Background: an optimization exercise with open tools, aiming at small area, a short achievable clock period and few clock cycles. Do not read the settings as production practice.
Only simulation tests tie the RTL to the original design; equivalence was not proved.
Power and IR drop assume default switching activity.

// SME
module SME(clk,reset,chardata,isstring,ispattern,valid,match,match_index);
  input clk;
  input reset;
  input [7:0] chardata;
  input isstring;
  input ispattern;
  output match;
  output [4:0] match_index;
  output valid;
  reg match;
  reg [4:0] match_index;
  reg valid;
  reg [7:0] s [0:31];        
  reg [5:0] len;             
  reg       prev_str;        
  reg [31:0] eq_r;           
  reg        v_r;            
  reg        dol_r, star_r, shift_r, car_r;
  reg [32:0] D;              
  reg [4:0]  off;            
  reg        star_seen;
  reg [4:0]  start0;         
  integer k, j;
  wire newstr = isstring & ~prev_str;
  always @(posedge clk) begin
    if (isstring) begin
      for (k = 0; k < 31; k = k + 1) s[k] <= s[k+1];
      s[31] <= chardata;
      len <= newstr ? 6'd1 : len + 6'd1;
    end
  end
  reg [31:0] occ;
  always @(*)
    for (k = 0; k < 32; k = k + 1)
      occ[k] = ({1'b0, k[5:0]} + {1'b0, len}) >= 7'd32;
  wire is_dot  = (chardata == ".");
  wire is_dol  = (chardata == "$");
  wire is_star = (chardata == "*");
  wire is_car  = (chardata == "^");
  wire first = ispattern & ~v_r;    
  wire need = ~(is_dot | is_star);    
  wire [7:0] cmp = {chardata[7], chardata[6] & ~is_car, chardata[5] | is_car,
                    chardata[4:3] & {2{~is_car}}, chardata[2] & ~(is_car | is_dol),
                    chardata[1] & ~is_car, chardata[0]};
  always @(posedge clk) begin
    for (k = 0; k < 32; k = k + 1) eq_r[k] <= (s[k] == cmp) | ~need;
    dol_r   <= is_dol;
    star_r  <= is_star;
    car_r   <= is_car;
    shift_r <= ~(is_dol | is_star | is_car);
  end
  always @(posedge clk or posedge reset) begin
    if (reset) begin
      prev_str <= 1'b0;
      v_r <= 1'b0;
      valid <= 1'b0;
    end else begin
      prev_str <= isstring;
      v_r <= ispattern;
      valid <= v_r & ~ispattern;
    end
  end
  reg [32:0] X, Dn;
  reg [32:0] pre [0:6];
  always @(*) begin
    X[31:0] = D[31:0] & eq_r;
    X[32]   = D[32] & ~shift_r;
    pre[0] = X;
    for (j = 0; j < 6; j = j + 1)
      for (k = 0; k < 33; k = k + 1)
  ...
export LEC_CHECK = 0
export ABC_CLOCK_PERIOD_IN_PS = 2800
export CAP_MARGIN = 20
export CORE_MARGIN = 2
export CORE_UTILIZATION = 40
export CTS_BUF_LIST = sky130_fd_sc_hd__clkbuf_16
export CTS_CLUSTER_DIAMETER = 100
export CTS_CLUSTER_SIZE = 32
export SETUP_SLACK_MARGIN = 3.6
export SLEW_MARGIN = 20
create_clock -name core_clock -period 6.2 [get_ports {clk}]
run.sh (not shown) runs the stock make flow with config.mk's settings and CLKGATE_MAP_FILE= SYNTH_SCRIPT=/design/flow/synth_recipe.tcl, a recipe that flattens the netlist after the stock synthesis.
Testbench counts at the start, summed over its fixed seeds: cycles 16,721.
Next try:
Settings changed: CTS_BUF_LIST sky130_fd_sc_hd__clkbuf_16 to sky130_fd_sc_hd__clkbuf_8, CTS_CLUSTER_DIAMETER 100 to 60, CTS_CLUSTER_SIZE 32 to 16.
Outcome:
- The changed run finished clean
- worst hold slack loses 0.016 ns
- core utilization rises by 0.24 points
- wire length grows slightly
- combinational power rises slightly
- count of clock-buffer cells in the layout is higher by 22
Next try:
==> flow/flow/run.sh (new file) <==
#!/bin/bash
# The standard layout (standard.sh, unchanged synthesis and steps), with the
# port buffers made of buf_4 cells instead of the slow delay buffers that
# buffer_ports picks on its own.
set -euo pipefail
echo 'export BUFFER_PORTS_ARGS = -buffer_cell sky130_fd_sc_hd__buf_4' >> config.mk
bash standard.sh > standard.log 2>&1
==> flow/standard.sh (new file) <==
#!/bin/bash
# synth_recipe.tcl (not shown) runs the flow's synth.tcl, then flattens the netlist and writes it again
# the make line also repeats each setting of config.mk as NAME=value (left out here)
make -C /OpenROAD-flow-scripts/flow DESIGN_CONFIG=/design/flow/config.mk WORK_HOME=/design/flow/orfs CLKGATE_MAP_FILE= SYNTH_SCRIPT=/design/flow/synth_recipe.tcl "${@:-finish}"
Settings changed: BUFFER_PORTS_ARGS set to -buffer_cell sky130_fd_sc_hd__buf_4, CTS_BUF_LIST sky130_fd_sc_hd__clkbuf_8 to sky130_fd_sc_hd__clkbuf_16, CTS_CLUSTER_DIAMETER 60 to 80, CTS_CLUSTER_SIZE 16 to 25, SETUP_SLACK_MARGIN 3.6 to 3.8.
removed: flow/run.sh
Outcome: The new run completed with no timing, DRC or antenna violations. Clock power is about the same. Worst hold slack improves by 0.028 ns. Wire length went up by 3.4%. Critical path depth went down by 3. Count of clock-buffer cells in the layout went down by 17. Synthesized cell count stays the same. Setup slack improves by 0.060 ns. Total power went up by 3.3%. Final cell count went up by about 0.6%. Via count went up by about 2.4%. Maximum frequency went up by about 2.4%.
Next try:
==> flow/run.sh (new file) <==
#!/bin/bash
# synth_recipe.tcl (not shown) runs the flow's synth.tcl, then flattens the netlist and writes it again
# the make line also repeats each setting of config.mk as NAME=value (left out here)
make -C /OpenROAD-flow-scripts/flow DESIGN_CONFIG=/design/flow/config.mk WORK_HOME=/design/flow/orfs CLKGATE_MAP_FILE= SYNTH_SCRIPT=/design/flow/synth_recipe.tcl finish
Settings changed: BUFFER_PORTS_ARGS -buffer_cell sky130_fd_sc_hd__buf_4 to unset, CORE_UTILIZATION 40 to 60, SETUP_SLACK_MARGIN 3.8 to 3.6.
removed: flow/flow/run.sh
removed: flow/standard.sh
Result:
- global-route usage grows by 8.4 points
- via count fell by 2.5%
- first-iteration DRC count came out lower by 13%
Next try:
Settings changed: ABC_CLOCK_PERIOD_IN_PS 2800 to unset, CORE_UTILIZATION 60 to 40, SETUP_SLACK_MARGIN 3.6 to 0.
What happened:
- wire length shrinks by 4.8%
- register-to-register slack is worse by 0.80 ns
- final area decreases by 1.3%
- total power went up by 0.32%
- area after synthesis stays the same
- clock-buffer cell count goes up by 2
- die area rose by 49%
- final cell count rises by 7.5%
- worst setup slack gets worse by 0.87 ns
- utilization shrinks by 22 points

========
Starting RTL as in the previous note.
clock: 6.2 ns
lec_check: 0
abc_clock_period_in_ps: 2000
cap_margin: 20
core_margin: 2
core_utilization: 40
cts_buf_list: sky130_fd_sc_hd__clkbuf_16
cts_cluster_diameter: 80
cts_cluster_size: 25
setup_slack_margin: 3.6
slew_margin: 20
Stock flow here: none of the scripts above is used.
The baseline passed the timing, design-rule and antenna checks.
Testbench counts at the start, summed over its fixed seeds: cycles 16,721.
Rerun with:
--- a/flow/config.mk
+++ b/flow/config.mk
@@ -8 +8 @@
-export ABC_CLOCK_PERIOD_IN_PS = 2000
+export ABC_CLOCK_PERIOD_IN_PS = 2800
The new run completed with no timing, DRC or antenna violations. Clock power stays flat. Area after synthesis is unchanged. Non-clock buffer count stays the same.
Rerun with:
--- a/flow/config.mk
+++ b/flow/config.mk
@@ -15 +15 @@
-export SETUP_SLACK_MARGIN = 3.6
+export SETUP_SLACK_MARGIN = 3.5
Result: The changed run ran to the end with no violations; die area is unchanged; combinational power falls by 5.0%; utilization is about the same; via count barely changes; clock-buffer cell count came out lower by 2; setup slack got worse by 140 ps.
Rerun with:
--- a/flow/config.mk
+++ b/flow/config.mk
@@ -15 +15 @@
-export SETUP_SLACK_MARGIN = 3.5
+export SETUP_SLACK_MARGIN = 3.7
Clock-buffer cell count goes down by 1; fmax came out higher by a few percent; final area increases slightly; setup slack improved by 130 ps; final cell count is about the same; critical path depth drops by 4; power goes up slightly; register-to-register slack gains 110 ps; via count came out higher slightly; die area does not change.

-- separate check: timing with driven ports --
How much do the figures lean on ideal ports? The routed layouts below were timed once more, with nothing changed but the port constraints. Step 1 sets driving cells, clkbuf_16 on the clock port and buf_2 on the other inputs (assumed; they add their load-dependent delay and slew). Step 2 moves the port delays by t, midway between the first and last clock arrival at a register: inputs arrive t later, outputs are due t later. That takes back most of the time a late clock gives input paths. Three values: ideal, step 1, step 2; two values: the first two.
run	t (ns)	slack for setup (ns)	hold slack, ns
the first run of note 1	0.586	3.631 / 3.631 / 3.082	0.466 / 0.466 / 0.466
the second run of note 1	0.656	3.642 / 3.657 / 3.017	0.450 / 0.450 / 0.450
the third run of note 1	0.602	3.702 / 3.702 / 3.155	0.478 / 0.478 / 0.478
the fourth run of note 1	0.583	3.613 / 3.628 / 3.061	0.471 / 0.471 / 0.471
the fifth run of note 1	0.591	2.746 / 2.772 / 2.181	0.476 / 0.476 / 0.476
the first run of note 2	0.621	3.686 / 3.686 / 3.105	0.458 / 0.458 / 0.458
the second run of note 2	0.621	3.686 / 3.686 / 3.105	0.458 / 0.458 / 0.458
the third run of note 2	0.595	3.548 / 3.494 / 2.982	0.470 / 0.470 / 0.470
the fourth run of note 2	0.603	3.676 / 3.676 / 3.133	0.460 / 0.460 / 0.460
After both steps every run listed still meets setup and hold. The setup slack of the second run of note 1, which loses most, moves by +0.015 ns with the drivers and by -0.625 ns with both steps.
